From an optimization exercise on the open Yosys and OpenROAD flow, aimed at small area and a short achievable clock period; shortcuts taken in it are not production practice.
Where RTL was checked, it was by simulation tests only, not by an equivalence proof against the original.
For runs 2 and 3, only the layout was checked, not whether the RTL still works.

## flow/design.v (module list and top-level ports; edited modules follow where they fit)
// module fp_add: 86 lines
// module fp_opinfo: 18 lines
// module fp_mulr: 41 lines
// module mul18: 1650 lines
// module fa_cell: 6 lines
// module mlt_cplx: 27 lines
module mlt_cplx(in1, in2, op, clock);
  // ...
==> flow/flow/run.sh <==
#!/bin/bash
# Layout flow for this design.
#  1. Synthesis: the standard flow's own synthesis script (ORFS synth.tcl, hierarchical
#     as set in config.mk), changed so that only the full adders of the
#     multiplier arrays (module fa_cell) are mapped to adder cells; the rest
#     of the logic, except the multiplier arrays (module mul18), is
#     flattened just before ABC, which maps it with flow/abc.script.
#     Yosys's early "abc -fast" pass is skipped so that the adders stay as
#     written.  Registers are untouched, so they keep
#     the names and cell types of the standard synthesis.
#  2. Floorplan to finish: the standard steps (standard.sh).
# Each tool's output goes to a log file of its own in this folder.
set -o pipefail
W=$(pwd)
S=$FLOW_HOME/scripts

# synthesis script
sed -e "s|^source \$::env(SCRIPTS_DIR)/synth_preamble.tcl\$|&\nset abc_args [list -script $W/flow/abc.script {*}\$lib_args {*}\$lib_dont_use_args -constr \$::env(OBJECTS_DIR)/abc.constr]|" \
    -e "s|^\(  *\)extract_fa {\*}\[dont_use_extract_fa_args\]\$|\1extract_fa {*}[dont_use_extract_fa_args] fa_cell|" \
    -e "s|^\(  *\)log_cmd abc {\*}\$abc_args\$|\1setattr -mod -unset keep_hierarchy\n\1setattr -mod -set keep_hierarchy 1 mul18\n\1flatten\n\1hierarchy -top \$::env(DESIGN_NAME)\n\1opt_clean -purge\n&|" \
    $S/synth.tcl > my_synth.tcl
sed -e "s|yosys synth -nofsm -noshare|yosys synth -nofsm -noshare -noabc|" \
    -e "s|^source \$::env(SCRIPTS_DIR)/synth.tcl\$|source $W/my_synth.tcl|" \
    synth_recipe.tcl > my_synth_recipe.tcl
diff $S/synth.tcl my_synth.tcl > my_synth.diff
diff synth_recipe.tcl my_synth_recipe.tcl > my_synth_recipe.diff

# the standard make command, for the synthesis target with the script above
MK=$(grep '^make ' standard.sh | sed -e "s|SYNTH_SCRIPT=[^ ]*|SYNTH_SCRIPT=$W/my_synth_recipe.tcl|" -e 's|"\${@:-finish}"|synth|')
eval "$MK" > synth.log 2>&1 || exit 1

# floorplan to finish: port buffers of plain buffers, and the timing repair
# aiming for extra setup slack (the clock and constraints are unchanged)
export BUFFER_PORTS_ARGS="-buffer_cell sky130_fd_sc_hd__buf_2"
export SETUP_SLACK_MARGIN=$(cat flow/margin.txt)
bash standard.sh > standard.log 2>&1
==> flow/flow/abc.script <==
strash
dch
map -B 0.9
topo
stime -c
buffer -c
upsize -c
dnsize -c
==> flow/flow/margin.txt <==
19.5
==> flow/standard.sh <==
#!/bin/bash
# synth_recipe.tcl (not shown) runs the flow's synth.tcl, then flattens the netlist and writes it again
# the make line also repeats each setting of config.mk as NAME=value (left out here)
make -C /OpenROAD-flow-scripts/flow DESIGN_CONFIG=/design/flow/config.mk WORK_HOME=/design/flow/orfs CLKGATE_MAP_FILE= SYNTH_SCRIPT=/design/flow/synth_recipe.tcl "${@:-finish}"
==> flow/config.mk <==
export PLATFORM = sky130hd
export DESIGN_NAME = mlt_cplx
export DESIGN_NICKNAME = mlt_cplx
export VERILOG_FILES = /design/flow/design.v
export SDC_FILE = /design/flow/constraint.sdc
export NUM_CORES = 8
export LEC_CHECK = 0
export CAP_MARGIN = 20
export CORE_MARGIN = 2
export CORE_UTILIZATION = 40
export SLEW_MARGIN = 20
export SYNTH_HIERARCHICAL = 1
==> flow/constraint.sdc <==
create_clock -name core_clock -period 35.0 [get_ports {clock}]
set_input_delay 7.0000 -clock core_clock [delete_from_list [all_inputs] [get_ports {clock}]]
set_output_delay 7.0000 -clock core_clock [all_outputs]
set_load 0.01 [all_outputs]
==> impl_metrics.json, run 1 <==
{
  "status": "timing/DRC/antenna clean",
  "vias_per_cell": 5.455,
  "buffer_area_frac": 0.03540,
  "num_vias": 75270,
  "drv_slew": 0,
  "die_h_um": 427.1,
  "synth.cell_area_um2": 71600,
  "critical_path.top_delay_family": "adder cells",
  "inv_count": 1186,
  "routed-wl-met3_mm": 21.11,
  "ys_ff_latch": 96,
  "syn_to_final_growth_pct": 6.968,
  "multiInputGateArea_um2": 64040,
  "startpoint": "in1[24]",
  "regArea_um2": 1939,
  "final_cell_mix": "nand2_1, fa_1, inv_1",
  "synth_compound_area_frac": 0.09204,
  "cp_common_cell": "nand2_1",
  "largest_cell_class": "multi-input gates",
  "clock_cell_area_share": 0.004248,
  "diodes": 7,
  "rsz0062_at_grt": "false",
  "min_path_type": "in -> reg",
  "timing.fmax_mhz": 66.37,
  "synthFlopType": "dfxtp_1"
}
==> module fp_mulr, before the edit <==
module fp_mulr(a, la, ta, ca, b, lb, tb, cb, z);
input  [23:0] a, b;
input  [4:0]  la, ta, lb, tb;
input  [2:0]  ca, cb;
output reg [23:0] z;
wire        sz  = a[23] ^ b[23];
wire [5:0]  ea  = a[22:17], eb = b[22:17];
wire [5:0]  ea1 = {ea[5:1], ea[0] | ~|ea};
wire [5:0]  eb1 = {eb[5:1], eb[0] | ~|eb};
wire [35:0] pn;
wire [35:0] p = ~pn;
mul18 u_mul (.a({|ea, a[16:0]}), .b({|eb, b[16:0]}), .pn(pn));
wire signed [7:0] lm = 8'sd17 - $signed({3'b000, la}) - $signed({3'b000, lb});
wire signed [7:0] q  = 8'sd49 - $signed({2'b00, ea1}) - $signed({2'b00, eb1});
wire              nf = (lm >= q);                        
wire signed [7:0] l0 = nf ? lm : q;
wire [5:0]        sh = l0[7] ? 6'd0 : (l0[6] ? 6'd63 : l0[5:0]);
wire [7:0]        eb0 = {2'b00, ea1} + {2'b00, eb1} - {3'b000, la} - {3'b000, lb} - 8'd31;
wire [7:0]        eb1x = eb0 + 8'd1;
wire              st = ({2'b00, ta} + {2'b00, tb} + 7'd2) <= {1'b0, sh};
wire [36:0] p2 = {p, 1'b0};
wire [19:0] w  = p2 >> sh;
wire        corr = w[19];
wire [17:0] sig  = corr ? w[19:2] : w[18:1];
wire        g    = corr ? w[1] : w[0];
wire        s    = st | (corr & w[0]);
wire        rup  = g & (s | sig[0]);
wire [7:0]  ee   = nf ? (corr ? eb1x : eb0) : {7'd0, sig[17]};
wire [22:0] mag  = {ee[5:0], sig[16:0]} + {22'd0, rup};
wire        ovf  = (nf & ((ee[7:6] != 2'b00) | (&ee[5:0]))) | (&mag[22:17]);
always @(*) begin
   if (ca[2] || cb[2] || (ca[1] && cb[0]) || (cb[1] && ca[0]))
      z = 24'h7e0001;
   else if (ca[1] || cb[1] || ovf)
      z = {sz, 6'h3f, 17'd0};
   else if (ca[0] || cb[0])
      z = {sz, 23'd0};
   else
      z = {sz, mag};
end
endmodule
==> run 2: changes to the inputs <==
--- a/flow/design.v
+++ b/flow/design.v
@@ -125,13 +125,17 @@
 wire [36:0] p2 = {p, 1'b0};
 wire [19:0] w  = p2 >> sh;
 wire        corr = w[19];
-wire [17:0] sig  = corr ? w[19:2] : w[18:1];
-wire        g    = corr ? w[1] : w[0];
-wire        s    = st | (corr & w[0]);
-wire        rup  = g & (s | sig[0]);
-wire [7:0]  ee   = nf ? (corr ? eb1x : eb0) : {7'd0, sig[17]};
-wire [22:0] mag  = {ee[5:0], sig[16:0]} + {22'd0, rup};
-wire        ovf  = (nf & ((ee[7:6] != 2'b00) | (&ee[5:0]))) | (&mag[22:17]);
+wire [17:0] sig0 = w[18:1],  sig1 = w[19:2];
+wire        rup0 = w[0] & (st | sig0[0]);
+wire        rup1 = w[1] & (st | w[0] | sig1[0]);
+wire [7:0]  ee0  = nf ? eb0 : {7'd0, sig0[17]};
+wire [7:0]  ee1  = nf ? eb1x : {7'd0, sig1[17]};
+wire [22:0] mag0 = {ee0[5:0], sig0[16:0]} + {22'd0, rup0};
+wire [22:0] mag1 = {ee1[5:0], sig1[16:0]} + {22'd0, rup1};
+wire        ovf0 = (nf & ((ee0[7:6] != 2'b00) | (&ee0[5:0]))) | (&mag0[22:17]);
+wire        ovf1 = (nf & ((ee1[7:6] != 2'b00) | (&ee1[5:0]))) | (&mag1[22:17]);
+wire [22:0] mag  = corr ? mag1 : mag0;
+wire        ovf  = corr ? ovf1 : ovf0;
 always @(*) begin
    if (ca[2] || cb[2] || (ca[1] && cb[0]) || (cb[1] && ca[0]))
       z = 24'h7e0001;
--- a/flow/flow/run.sh
+++ b/flow/flow/run.sh
@@ -31,6 +31,6 @@
 
 # floorplan to finish: port buffers of plain buffers, and the timing repair
 # aiming for extra setup slack (the clock and constraints are unchanged)
-export BUFFER_PORTS_ARGS="-buffer_cell sky130_fd_sc_hd__buf_2"
+export BUFFER_PORTS_ARGS="-buffer_cell sky130_fd_sc_hd__buf_4"
 export SETUP_SLACK_MARGIN=$(cat flow/margin.txt)
 bash standard.sh > standard.log 2>&1
--- a/flow/config.mk
+++ b/flow/config.mk
@@ -7,6 +7,7 @@
 export LEC_CHECK = 0
 export CAP_MARGIN = 20
 export CORE_MARGIN = 2
-export CORE_UTILIZATION = 40
+export CORE_UTILIZATION = 55
+export PLACE_DENSITY = 0.75
 export SLEW_MARGIN = 20
 export SYNTH_HIERARCHICAL = 1
==> run 2 against run 1 <==
Effect of this change:
- sequential share of layout area is essentially flat
- highest routed layer is now met4
- synthesized cell count grew 2.9%
- global-route usage grew 9.5 points
- still clean
- critical endpoint is now op[32]
- flip-flop and latch count is the same
==> impl_metrics.json, run 2 <==
{
  "cp_common_cell": "nand2_1",
  "required_ns": 28.00,
  "io_buffers": 144,
  "max_cap_violations": 0,
  "min_path_cells": 3,
  "drtAntennaViolNets": 0,
  "hold_start": "in2[23]",
  "setup_tns_ns": 0,
  "design_area_um2": 77560,
  "ys_ff_latch": 96,
  "setup_viol": 0,
  "worstPathArrival_ns": 8.06,
  "nets": 12900,
  "grt_antenna_before_repair": 5,
  "vias_per_cell": 5.912,
  "synth_top_family_by_area": "simple AND/OR/NAND/NOR gates",
  "dr.pass1.iters": 7,
  "hpwl_mm": 206.0,
  "rsz0062_at_grt": "true",
  "synth_edf_count": 0,
  "placedInstanceArea_um2": 74530,
  "cp-start-kind": "register",
  "cts.clk_slew.worst_paths_ns": 0.07,
  "fin_cells": 13490,
  "die_w_um": 369.9,
  "yosysTopAreaCellShare": 0.2958,
  "setup_ws_ns": 19.94,
  "status": "timing/DRC/antenna clean",
  "dp_cells": 13350,
  "cts_sinks": 96,
  "drv_slew": 0,
  "drc": 0,
  "initial_core_util": 0.5531,
  "grt_pass1_vias": 74760,
  "wire_per_inst_um": 19.91,
  "finalHoldViolations": 0,
  "hold_path_end": "p_ii[23]$_DFF_P_",
  "yosysSeqAreaShare": 0.02610,
  "synthSimpleGateAreaFrac": 0.4169,
  "synthCells": 11910,
  "final_cell_mix": "nand2_1, inv_1, fa_1",
  "htreeDepth": 3,
  "synth_area_leaders": "fa_1, nand2_1, nand3_1",
  "period_share": 0.4304,
  "ctsRootBufferMaster": "clkbuf_16",
  "synthFlopType": "dfxtp_1",
  "path_class": "reg -> out",
  "clockBufferDepth": 2,
  "layout_commonest_cell": "nand2_1",
  "grt-ovfl-total": 0,
  "synthAdderAreaFrac": 0.2979,
  "timing.fmax_mhz": 66.38,
  "dp_worst_setup_slack_ns": 18.53,
  "nFillCells": 13170,
  "worst-path-max-fanout": 11,
  "worst_setup_path_end_kind": "output port",
  "core_area_um2": 133100,
  "synthMuxAreaShare": 0.003297,
  "finalWirelength_mm": 268.6,
  "synth.cell_area_um2": 73630,
  "slowest_delay_ns": 0.45,
  "grt_usage": 0.3798,
  "syn_to_final_growth_pct": 5.338,
  "yosysMostFrequentCell": "nand2_1",
  "synth-xor-area-share": 0.05023,
  "grt_max_degree": 74,
  "async_flop_share": 0,
  "slowest_stage": "dfxtp_1",
  "die_h_um": 369.9,
  "whs_ns": 6.941,
  "fin_crit_ns": 15.06,
  "worst-slew-pin-transition_ns": 1.315,
  "synthTopCellsByCount": "nand2_1, inv_1, fa_1, nor2_1, nand3_1",
  "row_count": 134,
  "yosysUniqueCellTypes": 93,
  "drt_iter0_drc": 8469,
  "num_vias": 79770,
  "synth_compound_area_frac": 0.09828,
  "synth_top_area_cell": "fa_1",
  "min_path_type": "in -> reg",
  "layout-drive-gt1-share": 0.09827,
  "synth_area_per_cell_um2": 6.184,
  "grt_pass1_wl_mm": 413.3,
  "globalplace.congestion": 1.070,
  "tritoncts": "built",
  "ios": 145,
  "dieArea_um2": 136800,
  "cts_buffers": 9,
  "yosys_warnings": 11,
  "relSlewSlack": 0.1231
}
-- run 2: cell count changes in the layout (fill, tap and decap cells not counted), sizes merged, moves of 13 or more --
cell / change
inv: +118
nand2: -80
nor2: +77
nand3: +66
a21oi: +51
buf: -51
o211ai: +36
nor3: +33
o21ai: -22
and2: +13
-- run 2: worst max path at each step --
stage / startpoint / end / slack, ns / depth (start not counted)
3_5_place_dp: in2[42] / p_ir[18]$_DFF_P_ / 18.53 / 40
6_report: p_rr[21]$_DFF_P_ / op[32] / 19.94 / 49
4_1_cts: p_ii[19]$_DFF_P_ / op[35] / 19.51 / 63
5_1_grt: p_rr[22]$_DFF_P_ / op[32] / 19.37 / 57
2_1_floorplan: in2[19] / p_ii[7]$_DFF_P_ / 20.31 / 40
3_3_place_gp: in2[42] / p_rr[8]$_DFF_P_ / 18.66 / 44
-- run 2: final cells by class --
| cell class | instances | area, um2 | area share |
|---|---|---|---|
| antenna | 3 | 7.507 | 0.00009680 |
| clock buffer | 12 | 246.5 | 0.003178 |
| clock inverter | 4 | 53.80 | 0.0006937 |
| inverter | 1317 | 5086 | 0.06558 |
| multi-input combinational | 10020 | 65600 | 0.8458 |
| sequential | 96 | 1947 | 0.02510 |
| tap | 1768 | 2212 | 0.02852 |
| timing repair buffer | 271 | 2359 | 0.03041 |
| timing repair inverter | 7 | 45.04 | 0.0005808 |
-- run 2: per-layer routing --
layer  wire, um  share of wire  vias to the layer above  track usage
met2     117800           0.44                     4502       0.5942
met4      12190          0.045                        0       0.1409
met3      30870           0.11                      782      0.07162
li1           -              -                    36770            -
met1     107700           0.40                    37710       0.5224
met5          0              0                        -            0
-- run 2: repair_timing --
action / in CTS / in global routing
gates resized for setup: 39 / 374
gates cloned: 3 / 28
endpoints found under the setup margin: 126 / 138
pin swaps: 2 / 59
buffers inserted: 5 / 88
hold buffers: 0 / 0
-- run 2: Yosys stat by module (local to each module, per instance) --
module | copies in the design | cell area [um2] | flops+latches | cells inside
mlt_cplx | 1 | 38250 | 96 | 7769
mul18 | 4 | 8843 | 0 | 1034
-- run 2: cells by family after synthesis --
group,Yosys count
compound gates,1272
mux,24
fa+ha+maj,1103
flops,96
buf+inv,1879
other cells,4
simple gates,7127
xor+xnor,400
-- run 2: per-stage QoR --
step | utilization
2_1_floorplan | -
5_1_grt | 0.5826
3_5_place_dp | 0.5599
3_3_place_gp | 0.5598
6_report | 0.5826
4_1_cts | 0.5641
-- run 2: critical path: cells and delay by family, from the launching register on --
kind	cells	cell delay, ns
buf+inv	8	1.13
flops	1	0.45
simple gates	36	5.18
xor+xnor	1	0.14
compound gates	4	0.73
==> module fp_add, before the edit <==
module fp_add(a, b, z);
parameter SUB = 0;
input  [23:0] a, b;
output reg [23:0] z;
wire        sa = a[23];
wire        sb = b[23] ^ SUB;
wire [5:0]  ea = a[22:17], eb = b[22:17];
wire [16:0] fa = a[16:0],  fb = b[16:0];
wire ha = |ea, hb = |eb;
wire a_max = &ea, b_max = &eb;
wire a_f0 = ~|fa, b_f0 = ~|fb;
wire a_nan = a_max & ~a_f0, b_nan = b_max & ~b_f0;
wire a_inf = a_max & a_f0,  b_inf = b_max & b_f0;
wire [5:0]  ea1 = {ea[5:1], ea[0] | ~ha};
wire [5:0]  eb1 = {eb[5:1], eb[0] | ~hb};
wire [6:0]  dab  = {1'b0, ea1} - {1'b0, eb1};
wire [5:0]  dba  = eb1 - ea1;
wire        swap = dab[6];
wire [5:0]  d    = swap ? dba : dab[5:0];
wire        sx   = swap ? sb : sa;
wire        sy   = swap ? sa : sb;
wire [5:0]  ex1  = swap ? eb1 : ea1;
wire [17:0] mx   = swap ? {hb, fb} : {ha, fa};
wire [17:0] my   = swap ? {ha, fa} : {hb, fb};
wire        eff_sub = sa ^ sb;
reg [20:0] v;
reg        st;
always @(*) begin
   v  = {my, 3'b000};
   st = 1'b0;
   if (d[5]) begin st = |v;            v = 21'd0;              end
   if (d[4]) begin st = st | |v[15:0]; v = {16'd0, v[20:16]}; end
   if (d[3]) begin st = st | |v[7:0];  v = {8'd0, v[20:8]};   end
   if (d[2]) begin st = st | |v[3:0];  v = {4'd0, v[20:4]};   end
   if (d[1]) begin st = st | |v[1:0];  v = {2'd0, v[20:2]};   end
   if (d[0]) begin st = st | v[0];     v = {1'd0, v[20:1]};   end
end
wire [20:0] ax = {mx, 3'b000};
wire [20:0] ay = {v[20:1], v[0] | st} ^ {21{eff_sub}};
wire [20:0] g0 = ax & ay, p0 = ax ^ ay;
reg  [20:0] gg, pp;    
integer i, k;
always @(*) begin
   gg = g0; pp = p0;
   for (k = 1; k < 21; k = k * 2)
      for (i = 20; i >= 0; i = i - 1)
         if (i & k) begin
            gg[i] = gg[i] | (pp[i] & gg[(i & ~(k - 1)) - 1]);
            pp[i] = pp[i] & pp[(i & ~(k - 1)) - 1];
         end
end
wire [21:0] s0 = {gg[20], p0 ^ {gg[19:0], 1'b0}};
wire [21:0] s1 = {gg[20] | pp[20], p0 ^ {gg[19:0] | pp[19:0], 1'b1}};
wire        neg = eff_sub & ~gg[20];
wire [21:0] sum = ~eff_sub ? s0 : (neg ? {1'b0, ~s0[20:0]} : {1'b0, s1[20:0]});
wire        sr  = neg ? sy : sx;
wire [21:0] mark = (ex1 > 6'd21) ? 22'd0 : (22'h200000 >> ex1);
wire [21:0] sm   = sum | mark;
reg  [4:0]  lz;
always @(*) begin
   lz = 5'd0;
   for (k = 0; k < 22; k = k + 1)
      if (sm[k]) lz = 21 - k;
end
wire [21:0] nrm = sum << lz;
wire [6:0]  en  = {1'b0, ex1} + 7'd1 - {2'b00, lz};
wire [5:0]  ee  = nrm[21] ? en[5:0] : 6'd0;
wire        g   = nrm[3];
wire        s   = |nrm[2:0];
wire        rup = g & (s | nrm[4]);
wire [22:0] mag = {ee, nrm[20:4]} + {22'd0, rup};
always @(*) begin
   if (a_nan || b_nan || (a_inf && b_inf && eff_sub))
      z = 24'h7e0001;
   else if (a_inf)
      z = {sa, 6'h3f, 17'd0};
   else if (b_inf)
      z = {sb, 6'h3f, 17'd0};
   else if (sum == 22'd0)
      z = {sa & sb, 23'd0};
   else if ((nrm[21] && (en[6] || (&en[5:0]))) || (&mag[22:17]))
      z = {sr, 6'h3f, 17'd0};
   else
      z = {sr, mag};
end
endmodule
==> run 3: changes to the inputs <==
--- a/flow/design.v
+++ b/flow/design.v
@@ -23,6 +23,7 @@
 wire [17:0] mx   = swap ? {hb, fb} : {ha, fa};
 wire [17:0] my   = swap ? {ha, fa} : {hb, fb};
 wire        eff_sub = sa ^ sb;
+wire        near = eff_sub & (d[5:1] == 5'd0);
 reg [20:0] v;
 reg        st;
 always @(*) begin
@@ -36,34 +37,34 @@
    if (d[0]) begin st = st | v[0];     v = {1'd0, v[20:1]};   end
 end
 wire [20:0] ax = {mx, 3'b000};
-wire [20:0] ay = {v[20:1], v[0] | st} ^ {21{eff_sub}};
-wire [20:0] g0 = ax & ay, p0 = ax ^ ay;
-reg  [20:0] gg, pp;    
-integer i, k;
-always @(*) begin
-   gg = g0; pp = p0;
-   for (k = 1; k < 21; k = k * 2)
-      for (i = 20; i >= 0; i = i - 1)
-         if (i & k) begin
-            gg[i] = gg[i] | (pp[i] & gg[(i & ~(k - 1)) - 1]);
-            pp[i] = pp[i] & pp[(i & ~(k - 1)) - 1];
-         end
-end
-wire [21:0] s0 = {gg[20], p0 ^ {gg[19:0], 1'b0}};
-wire [21:0] s1 = {gg[20] | pp[20], p0 ^ {gg[19:0] | pp[19:0], 1'b1}};
-wire        neg = eff_sub & ~gg[20];
-wire [21:0] sum = ~eff_sub ? s0 : (neg ? {1'b0, ~s0[20:0]} : {1'b0, s1[20:0]});
-wire        sr  = neg ? sy : sx;
+wire [20:0] ay = {v[20:1], v[0] | st};
+wire [21:0] sf = {1'b0, ax} + {eff_sub, ay ^ {21{eff_sub}}} + {21'd0, eff_sub};
+wire        f1 = ~sf[21] & (sf[20] | ~|ex1[5:1]);
+wire        f2 = ~sf[21] & ~sf[20] & |ex1[5:1];
+wire [21:0] nf = f2 ? {sf[19:0], 2'b00} : (f1 ? {sf[20:0], 1'b0} : sf);
+wire [1:0]  shf = {f2, f1};
+wire [18:0] an = {mx, 1'b0};
+wire [18:0] bn = d[0] ? {1'b0, my} : {my, 1'b0};
+wire [19:0] dp = {1'b0, an} - {1'b0, bn};
+wire [18:0] dq = bn - an;
+wire        negn = dp[19];
+wire [18:0] dn = negn ? dq : dp[18:0];
+wire [21:0] sn = {1'b0, dn, 2'b00};
 wire [21:0] mark = (ex1 > 6'd21) ? 22'd0 : (22'h200000 >> ex1);
-wire [21:0] sm   = sum | mark;
-reg  [4:0]  lz;
+wire [21:0] sm   = sn | mark;
+reg  [4:0]  lzn;
+integer k;
 always @(*) begin
-   lz = 5'd0;
+   lzn = 5'd0;
    for (k = 0; k < 22; k = k + 1)
-      if (sm[k]) lz = 21 - k;
+      if (sm[k]) lzn = 21 - k;
 end
-wire [21:0] nrm = sum << lz;
-wire [6:0]  en  = {1'b0, ex1} + 7'd1 - {2'b00, lz};
+wire [21:0] nn = sn << lzn;
+wire [21:0] nrm = near ? nn : nf;
+wire [4:0]  sh  = near ? lzn : {3'd0, shf};
+wire [6:0]  en  = {1'b0, ex1} + 7'd1 - {2'b00, sh};
+wire        sr  = (near & negn) ? sy : sx;
+wire        zr  = near ? (dn == 19'd0) : (sf == 22'd0);
 wire [5:0]  ee  = nrm[21] ? en[5:0] : 6'd0;
 wire        g   = nrm[3];
 wire        s   = |nrm[2:0];
@@ -76,7 +77,7 @@
       z = {sa, 6'h3f, 17'd0};
    else if (b_inf)
       z = {sb, 6'h3f, 17'd0};
-   else if (sum == 22'd0)
+   else if (zr)
       z = {sa & sb, 23'd0};
    else if ((nrm[21] && (en[6] || (&en[5:0]))) || (&mag[22:17]))
       z = {sr, 6'h3f, 17'd0};
@@ -125,17 +126,13 @@
 wire [36:0] p2 = {p, 1'b0};
 wire [19:0] w  = p2 >> sh;
 wire        corr = w[19];
-wire [17:0] sig0 = w[18:1],  sig1 = w[19:2];
-wire        rup0 = w[0] & (st | sig0[0]);
-wire        rup1 = w[1] & (st | w[0] | sig1[0]);
-wire [7:0]  ee0  = nf ? eb0 : {7'd0, sig0[17]};
-wire [7:0]  ee1  = nf ? eb1x : {7'd0, sig1[17]};
-wire [22:0] mag0 = {ee0[5:0], sig0[16:0]} + {22'd0, rup0};
-wire [22:0] mag1 = {ee1[5:0], sig1[16:0]} + {22'd0, rup1};
-wire        ovf0 = (nf & ((ee0[7:6] != 2'b00) | (&ee0[5:0]))) | (&mag0[22:17]);
-wire        ovf1 = (nf & ((ee1[7:6] != 2'b00) | (&ee1[5:0]))) | (&mag1[22:17]);
-wire [22:0] mag  = corr ? mag1 : mag0;
-wire        ovf  = corr ? ovf1 : ovf0;
+wire [17:0] sig  = corr ? w[19:2] : w[18:1];
+wire        g    = corr ? w[1] : w[0];
+wire        s    = st | (corr & w[0]);
+wire        rup  = g & (s | sig[0]);
+wire [7:0]  ee   = nf ? (corr ? eb1x : eb0) : {7'd0, sig[17]};
+wire [22:0] mag  = {ee[5:0], sig[16:0]} + {22'd0, rup};
+wire        ovf  = (nf & ((ee[7:6] != 2'b00) | (&ee[5:0]))) | (&mag[22:17]);
 always @(*) begin
    if (ca[2] || cb[2] || (ca[1] && cb[0]) || (cb[1] && ca[0]))
       z = 24'h7e0001;
--- a/flow/config.mk
+++ b/flow/config.mk
@@ -7,7 +7,6 @@
 export LEC_CHECK = 0
 export CAP_MARGIN = 20
 export CORE_MARGIN = 2
-export CORE_UTILIZATION = 55
-export PLACE_DENSITY = 0.75
+export CORE_UTILIZATION = 40
 export SLEW_MARGIN = 20
 export SYNTH_HIERARCHICAL = 1
==> run 3 against run 2 <==
Effect of this change:
- still clean
- clock-buffer cell count is 1 lower
- maximum frequency is 0.67% higher
- flip-flop and latch count stayed put
- synthesized cell count is 10% higher
- routed wire length is 8.3% higher
- critical path type unchanged
==> impl_metrics.json, run 3 <==
{
  "grt-ovfl-total": 0,
  "nFillCells": 21750,
  "yosysSeqAreaShare": 0.02424,
  "drt_iter0_drc": 8238,
  "async_flop_share": 0,
  "placedInstanceArea_um2": 81090,
  "ios": 145,
  "cts_buffers": 9,
  "finalWirelength_mm": 290.9,
  "worst-path-max-fanout": 46,
  "synth.cell_area_um2": 79300,
  "relSlewSlack": 0.2700,
  "synthFlopType": "dfxtp_1",
  "drv_slew": 0,
  "grt_max_degree": 93,
  "setup_viol": 0,
  "hpwl_mm": 226.6,
  "hold_path_end": "p_ir[23]$_DFF_P_",
  "core_area_um2": 197200,
  "min_path_cells": 3,
  "synth_area_per_cell_um2": 6.042,
  "globalplace.congestion": 1.037,
  "synth_area_leaders": "fa_1, nand2_1, nand3_1",
  "ctsRootBufferMaster": "clkbuf_16",
  "synthCells": 13120,
  "num_vias": 84440,
  "vias_per_cell": 5.459,
  "setup_tns_ns": 0,
  "design_area_um2": 82110,
  "min_path_type": "in -> reg",
  "fin_crit_ns": 14.96,
  "die_h_um": 449.3,
  "required_ns": 28.00,
  "cp_common_cell": "nand2_1",
  "layout-drive-gt1-share": 0.07589,
  "tritoncts": "built",
  "io_buffers": 144,
  "path_class": "reg -> out",
  "die_w_um": 449.3,
  "yosysTopAreaCellShare": 0.2747,
  "dp_cells": 15420,
  "cts.clk_slew.worst_paths_ns": 0.08,
  "clockBufferDepth": 2,
  "fin_cells": 15470,
  "drtAntennaViolNets": 0,
  "grt_pass1_vias": 81100,
  "fin_util": 0.4164,
  "timing.fmax_mhz": 66.83,
  "cts_sinks": 96,
  "worst_setup_path_end_kind": "output port",
  "final_cell_mix": "nand2_1, nand3_1, inv_1",
  "layout_commonest_cell": "nand2_1",
  "row_count": 163,
  "dr.pass1.iters": 12,
  "nets": 14000,
  "yosysMostFrequentCell": "nand2_1",
  "worstPathArrival_ns": 7.96,
  "wire_per_inst_um": 18.81,
  "dp_worst_setup_slack_ns": 18.81,
  "dieArea_um2": 201800,
  "yosysUniqueCellTypes": 85,
  "status": "timing/DRC/antenna clean",
  "yosys_warnings": 11,
  "finalHoldViolations": 0,
  "slowest_delay_ns": 0.62,
  "grt_antenna_before_repair": 7,
  "cp-start-kind": "register",
  "period_share": 0.4276,
  "synth_top_area_cell": "fa_1",
  "synth_edf_count": 0,
  "grt_usage": 0.2820,
  "rsz0062_at_grt": "true",
  "grt_pass1_wl_mm": 458.9,
  "initial_core_util": 0.4021,
  "synthTopCellsByCount": "nand2_1, nand3_1, inv_1, fa_1, nor2_1",
  "ys_ff_latch": 96,
  "drc": 0,
  "whs_ns": 6.974,
  "worst-slew-pin-transition_ns": 1.083,
  "max_cap_violations": 0,
  "htreeDepth": 3,
  "syn_to_final_growth_pct": 3.550,
  "slowest_stage": "nor2_1",
  "hold_start": "in1[23]",
  "setup_ws_ns": 20.04
}
-- run 3: changes by cell type in the layout (fill, tap and decap cells not counted), moves of 17 or more --
cell,change
nand3_1,+808
nand2_1,+662
o21ai_0,-317
nand4_1,+170
o211ai_1,-77
a21oi_1,+33
xor2_1,+33
inv_1,+27
buf_4,-23
mux2i_1,-22
nor3_1,-18
inv_2,+17
nand3_2,-17
-- run 3: worst max path at each step --
stage	from	to	slack, ns	cells past startpoint
detailed placement	in2[21]	p_ri[6]$_DFF_P_	18.81	39
floorplan	in2[43]	p_rr[2]$_DFF_P_	20.50	47
CTS	p_rr[21]$_DFF_P_	op[24]	19.51	46
global route	p_rr[19]$_DFF_P_	op[24]	19.46	51
finish	p_ii[19]$_DFF_P_	op[24]	20.04	48
global placement	in2[21]	p_ri[2]$_DFF_P_	18.89	39
-- run 3: cells by family after synthesis --
kind of cell,after synthesis,synth area share
AND/OR/NAND/NOR,8673,0.4808
buffers and inverters,1941,0.1043
adder cells (fa/ha/maj),1107,0.2771
AO/OA/AOI/OAI,877,0.06354
XOR/XNOR,426,0.04984
flip-flops,96,0.02424
other,4,0.0001893
-- run 3: modules after synthesis (local to each module, per instance) --
module / cells / flops+latches / times used / area [um2]
mlt_cplx: 8988 / 96 / 1 / 43920
mul18: 1034 / 0 / 4 / 8843
-- run 3: critical path: cells and delay by family (launching register included) --
kind                   cells  cell delay, ns
AOI/OAI and AO/OA          2            0.46
DFF                        1            0.41
and+or+nand+nor           40            5.75
buffers and inverters      6            0.91
-- run 3: what timing repair did --
action | 4_1_cts | 5_1_grt
pin swaps | 1 | 10
endpoints found under the setup margin | 65 | 132
buffers inserted | 0 | 20
gates cloned | 1 | 10
hold buffers | 0 | 0
gates resized for setup | 11 | 86
-- run 3: cell type report --
type | instances | area (um2) | area share
inverter | 1331 | 5047 | 0.06147
tap | 2640 | 3303 | 0.04023
clock inverter | 5 | 63.81 | 0.0007771
multi-input combinational | 11160 | 69760 | 0.8495
timing repair buffer | 217 | 1737 | 0.02115
antenna | 8 | 20.02 | 0.0002438
timing repair inverter | 2 | 10.01 | 0.0001219
clock buffer | 11 | 252.7 | 0.003078
sequential | 96 | 1922 | 0.02340
-- run 3: per-layer routing --
layer | part of all wire | global-route usage | up-vias
met5 | 0 | 0 | -
met4 | 0.043 | 0.1051 | 0
met3 | 0.072 | 0.02985 | 514
met2 | 0.45 | 0.4614 | 3390
met1 | 0.43 | 0.3832 | 39900
li1 | - | - | 40640

==> afterwards: timing with drivers on the ports <==
How much do the figures lean on ideal ports? The routed layouts below were timed once more, with nothing changed but the port constraints.
Step 1 sets driving cells, clkbuf_16 on the clock port and buf_2 on the other inputs (assumed; they add their load-dependent delay and slew).
Step 2 adds t to the input delays and takes it off the output delays; t is the mean of the earliest and latest rising clock arrival at the registers after step 1. Input paths then give back, and output paths get back, about the clock's delay inside the block.
Three values: ideal, step 1, step 2; two values: the first two.
run | t, ns | setup WS [ns] | hold WS [ns] | worst slew at a driven data input, ns | pins driven straight from the clock port
run 1 | 0.428 | 19.934 / 19.902 / 19.545 | 7.156 / 7.117 / 7.545 | 0.15 | 1
run 2 | 0.421 | 19.936 / 19.876 / 19.540 | 6.941 / 6.917 / 7.338 | 0.24 | 1
run 3 | 0.418 | 20.036 / 19.981 / 19.586 | 6.974 / 6.943 / 7.361 | 0.15 | 1
After both steps every run listed still meets setup and hold. The setup slack of run 3, which loses most, moves by -0.055 ns with the drivers and by -0.450 ns with both steps.
